This design comes from an exercise in tuning for small area, a short achievable clock period and few clock cycles per item on the open sky130 flow, not from production work. In this exercise RTL edits were held to simulation tests only and were not proved equivalent to the original.

<file path="flow/config.mk">
export PLATFORM = sky130hd
export DESIGN_NAME = conv_1d
export DESIGN_NICKNAME = conv_1d
export VERILOG_FILES = /design/flow/design.v
export SDC_FILE = /design/flow/constraint.sdc
export NUM_CORES = 4
export LEC_CHECK = 0
export CAP_MARGIN = 20
export CORE_MARGIN = 2
export CORE_UTILIZATION = 40
export SLEW_MARGIN = 20
</file>
<file path="flow/constraint.sdc">
create_clock -name core_clock -period 6.0 [get_ports {clk}]
set_input_delay 1.2000 -clock core_clock [delete_from_list [all_inputs] [get_ports {clk}]]
set_output_delay 1.2000 -clock core_clock [all_outputs]
set_load 0.01 [all_outputs]
</file>
<file path="flow/design.v">
module conv_1d #(
    parameter DATA_WIDTH  = 8,
    parameter KERNEL_SIZE = 16
) (
    input logic clk,
    input logic arst_n,
    input  logic [DATA_WIDTH-1:0] signal_data,
    input  logic                  signal_vld,
    input  logic                  signal_last,
    output logic                  signal_rdy,
    input  logic [KERNEL_SIZE*DATA_WIDTH-1:0] kernel,
    output logic [DATA_WIDTH*2+$clog2(KERNEL_SIZE)-1:0] result_data,
    output logic                    result_vld,
    output logic                    result_last,
    input  logic                    result_rdy
);
  localparam PRODUCT_WIDTH = (DATA_WIDTH * 2);
  localparam RESULT_WIDTH  = PRODUCT_WIDTH + $clog2(KERNEL_SIZE);
  logic [KERNEL_SIZE-1:0][DATA_WIDTH-1:0] signal_buf;
  logic shift_vld;
  logic shift_last;
  always_ff @(posedge clk or negedge arst_n) begin
    if (!arst_n) begin
      signal_buf <= '0;
      shift_vld <= 1'b0;
      shift_last <= 1'b0;
    end else begin 
      if (signal_vld) begin  
        signal_buf <= {signal_data, signal_buf[KERNEL_SIZE-1:1]}; 
      end
      shift_vld <= signal_vld;
      shift_last <= signal_vld & signal_last;
    end
  end
  logic [KERNEL_SIZE-1:0][PRODUCT_WIDTH-1:0] products;
  always_comb begin
    for (int i = 0; i < KERNEL_SIZE; i++) begin
      products[i] = kernel[i*DATA_WIDTH +: DATA_WIDTH] * signal_buf[i];
    end
  end
  logic [KERNEL_SIZE-1:0][PRODUCT_WIDTH-1:0] products_buf;
  logic products_vld;
  logic products_last;
  always_ff @(posedge clk or negedge arst_n) begin
    if (!arst_n) begin
      products_buf <= '0;
      products_vld <= 1'b0;
      products_last <= 1'b0;
    end else begin
      products_buf <= products;
      products_vld <= shift_vld;
      products_last <= shift_last;
    end
  end
  logic [RESULT_WIDTH-1:0] sum;
  always_comb begin
    sum = 0;
    for (int i = 0; i < KERNEL_SIZE; i++) begin
      sum += products_buf[i];
    end
  end
  logic [RESULT_WIDTH-1:0] sum_buf;
  logic sum_vld;
  logic sum_last;
  always_ff @(posedge clk or negedge arst_n) begin
    if (!arst_n) begin
      sum_buf <= '0;
      sum_vld <= 1'b0;
      sum_last <= 1'b0;
    end else begin
      sum_buf <= sum;
      sum_vld <= products_vld;
      sum_last <= products_last;
    end
  end
  assign result_data = sum_buf;
  assign result_vld  = sum_vld;
  assign result_last = sum_last;
  assign signal_rdy  = 1'b1;
endmodule
</file>
<file path="flow/run.sh">
#!/bin/bash
# synth_recipe.tcl (not shown) runs the flow's synth.tcl, then flattens the netlist and writes it again
# the make line also repeats each setting of config.mk as NAME=value (left out here)
make -C /OpenROAD-flow-scripts/flow DESIGN_CONFIG=/design/flow/config.mk WORK_HOME=/design/flow/orfs CLKGATE_MAP_FILE= SYNTH_SCRIPT=/design/flow/synth_recipe.tcl finish
</file>
==> results.txt <==
----------------------------------------------------
[Worst setup path]
  Critical setup path kind ... reg2reg
  Register-to-Register Setup Slack ... 0.29 ns
  Setup crit end ... sum_buf[16]$_DFF_PN0_
  Reg-to-reg critical path endpoint ... sum_buf[16]$_DFF_PN0_
  Critical Path Fanout Max ... 4
  CP Launch Point ... products_buf[98]$_DFF_PN0_
  Startpoint types ... flip-flop
  Arrival time worst endpoint ... 6.26 ns
  Worst endpoint required time ... 6.55 ns
  Reg-to-reg critical path startpoint ... products_buf[98]$_DFF_PN0_
  Reg2Reg Depth ... 19
  Sort of element at the end of the critical path ... flip-flop

[Placement]
  Final HPWL from detailed placement ... 99.8 mm
  Placed cell area ... 0.0553 mm^2
  RePlAce Congestion ... 0.854
  Placement Setup Slack ... 0.103 ns
  Number of port buffers ... 161
  Cell total after placement ... 6960

[Yosys]
  Proportion of synthesized flip-flops having asynchronous set or reset ... 1.00
  Largest cells by area after synthesis ... fa_1 (31%), dfrtp_1 (20%), ha_1 (15%)
  Largest family of logic cells by synthesized area ... adder cells
  Post-synth top area share ... 0.311
  Mean post-synth cell area ... 9.93 um^2
  Number of instances in the synthesized netlist ... 5167
  Most instantiated library cell after synthesis ... inv_1
  Predominant post-synthesis flop cell ... dfrtp_1
  Arithmetic-cell share of the synthesized area counting full adders, half adders and majority gates ... 0.458
  Most used standard cells in the synthesized netlist ... inv_1 (1131), fa_1 (796), ha_1 (605)
  Post-Syn Nets ... 6709
  Number of synthesized register bits ... 410
  Fraction of synthesized area in multiplexers ... 0.0297
  Netlist area before placement ... 0.0513 mm^2
  Sequential area share after synthesis ... 0.200
  Area share of xor/xnor cells in the synthesized design ... 0.0301
  Fraction of the mapped netlist area in compound gates ... 0.0530
  Library cell with the largest summed area after synthesis ... fa_1
  Simple-gate share of the synthesized area ... 0.137
  Warning count from the yosys run ... 1
  Post-synth EDFFs ... 0
  Distinct cells, synth ... 65

[Timing]
  Max-slew violation count ... 0
  Remaining max-slew budget at the tightest pin ... 0.461
  Achievable clock frequency ... 175 MHz
  Final worst path period need ... 5.71 ns
  Setup ws final ... 0.291 ns
  Clock skew after layout ... 0.0193 ns
  Final Hold Fails ... 0
  Part of the cycle the worst path needs ... 0.952
  Setup TNS ... 0 ns
  Worst hold slack across all endpoints ... 0.347 ns
  Slew @ Worst Pin ... 0.809 ns
  Unrepaired setup endpoints after global routing ... no
  Endpoints failing setup ... 0

[Floorplan]
  Total I/O pin count ... 164
  Core Region ... 0.127 mm^2
  Chip Width ... 362 um
  Initial Utilization ... 0.403
  Area enclosed by the die boundary ... 0.131 mm^2
  Number of core rows ... 131
  Die boundary height ... 362 um

[CTS]
  TritonCTS clock tree ... yes
  Buffers from clock root to sink, at most ... 3
  Number of H-tree levels ... 2
  Post-CTS clock slew at the launch and capture registers of the worst setup and hold paths ... 0.06 ns
  Total clock buffers created by CTS ... 53
  Clock insertion delay at the later pin of the skew report ... 0.64 ns
  Clk root buf ... clkbuf_16
  CTS Hold Buffers Added ... 0
  Clock sink total ... 410

[Hold path]
  Critical hold path startpoint ... products_vld$_DFF_PN0_
  Hold Crit Class ... reg2reg

[Outcome]
  Status ... complete, no violations

[Final layout]
  Number of standard cells in the final layout excluding fillers ... 7063
  Fraction of final layout cells with drive strength greater than 1 ... 0.0641
  Synthesis-to-layout area growth ... 11.4%
  Fill cell count ... 12020
  Final nets ... 6897
  Layout Cell Area excl Fill ... 0.0571 mm^2
  Final Core Density ... 0.449

[Routing]
  Number of vias after detailed routing ... 34514
  Antenna Violating Nets Remaining ... 0
  Starting DRT DRC Count ... 1454
  Count of unresolved DRC violations after routing ... 0
  Average vias per placed instance ... 4.89
  Number of iterations in the first detailed-routing pass ... 5
  Routed Wire Length ... 120 mm
  Drt wl/cell ... 17.0 um

[Global routing]
  Wire length of the first global-routing pass ... 201 mm
  Overall fraction of global-route tracks in use ... 0.193
  Number of global-route vias before repair ... 37178
  Overflow left after global routing ... 0
  Pin count of the biggest net entering global routing ... 125
  Number of antenna violations at the first check in global routing ... 9

[Run]
  Maxcap violations ... 0

----------------------------------------------------
-- worst min path at each step --
| stage | end | cells after the start | slack [ns] |
|---|---|---|---|
| 2_1_floorplan | products_last$_DFF_PN0_ | 0 | 0.33 |
| 3_5_place_dp | sum_vld$_DFF_PN0_ | 0 | 0.34 |
| 6_report | sum_vld$_DFF_PN0_ | 0 | 0.35 |
| 3_3_place_gp | products_vld$_DFF_PN0_ | 0 | 0.33 |
| 5_1_grt | products_vld$_DFF_PN0_ | 0 | 0.37 |
| 4_1_cts | sum_vld$_DFF_PN0_ | 0 | 0.35 |
-- cell type report --
class / count / area [um^2] / share of cell area
timing repair buffer: 258 / 2400 / 0.0419
clock buffer: 70 / 1480 / 0.0259
multi-input combinational: 3501 / 36300 / 0.635
clock inverter: 29 / 362 / 0.00633
antenna: 2 / 5.00 / 0.0000876
tap: 1662 / 2080 / 0.0364
inverter: 1131 / 4250 / 0.0743
sequential: 410 / 10300 / 0.180
-- registers in the layout, summed over array words and instances, names as in the netlist --
register	count
products_buf	256
signal_buf	128
sum_buf	20
products_last	1
products_vld	1
shift_last	1
shift_vld	1
sum_last	1
sum_vld	1
-- placed cells by master, fill, tap and decap left out, types with 8 or more instances in the layout --
cell / n
o211ai_1: 15
clkbuf_8: 9
nand2_1: 548
o21bai_1: 16
a21oi_1: 123
nor2b_1: 29
mux2_2: 128
clkbuf_1: 8
mux2i_1: 8
nand3_1: 23
xor2_1: 37
clkdlybuf4s50_1: 159
nor2_1: 99
clkbuf_16: 53
buf_4: 93
a211oi_1: 8
dfrtp_1: 410
o21ai_0: 86
nor4_1: 15
inv_1: 1131
a31o_2: 9
and2_1: 556
xnor2_1: 139
nand2b_1: 32
and3_1: 17
o21a_1: 22
a21o_1: 49
a311oi_1: 12
nor3_1: 30
ha_1: 605
fa_1: 796
-- logic make-up (layout without fill, tap and decap cells) --
| logic type | count (synthesis) | in the layout |
|---|---|---|
| AO/OA/AOI/OAI | 406 | 406 |
| multiplexers | 136 | 136 |
| adder cells (fa/ha/maj) | 1401 | 1401 |
| XOR/XNOR | 176 | 176 |
| other | 1 | 3 |
| AND/OR/NAND/NOR | 1381 | 1381 |
| flip-flops | 410 | 410 |
| buffers and inverters | 1256 | 1488 |
-- routing by layer --
| layer | GRT usage | wire length, um | part of all wire |
|---|---|---|---|
| met1 | 0.275 | 57200 | 0.48 |
| met4 | 0.0393 | 2080 | 0.017 |
| met3 | 0.0243 | 4690 | 0.039 |
| met2 | 0.317 | 56300 | 0.47 |
| met5 | 0 | 18 | 0.00015 |
-- worst max-delay path, cell delays in order (launching register included) --
cell and delay [ns]:
dfrtp_1 0.38, fa_1 0.55, inv_1 0.08, fa_1 0.50, inv_1 0.05, fa_1 0.60
fa_1 0.45, fa_1 0.49, inv_1 0.05, fa_1 0.47, inv_1 0.04, ha_1 0.23
fa_1 0.50, a211oi_2 0.28, o21ai_0 0.16, a31oi_2 0.18, buf_4 0.16, o221ai_1 0.11
a21oi_1 0.19, xnor2_1 0.15
-- repair_timing --
item / in CTS / in global routing
setup endpoints to repair: 0 / 3
resized for setup: 0 / 2
buffers inserted: 0 / 2
Testbench counts, summed over its fixed seeds: cycles 16,024, items 16,000.

separate check: timing with driven ports:
No port has a modelled driver above. Below, the same layout with a new extraction and two added sets of constraints. Step 1 (the two cells are an assumption about what drives the block):
set clk [get_ports {clk}]
set_driving_cell -lib_cell sky130_fd_sc_hd__clkbuf_16 $clk
set_driving_cell -lib_cell sky130_fd_sc_hd__buf_2 [delete_from_list [all_inputs] $clk]
Step 2 times the ports against the registers' clock, not the clock port: input delays grow and output delays shrink by t, the midpoint of the rising clock arrivals with the driver on. a / b / c = no drivers / after step 1 / after step 2; a / b = the first two.
shift t [ns]: 0.702
setup WS [ns]: 0.291 / 0.291 / 0.108
worst data-port slew with drivers (ns): 0.09
After both steps this run still meets setup and hold. For this run, drivers alone change the setup slack by 0.000 ns; drivers and shift together by -0.183 ns.
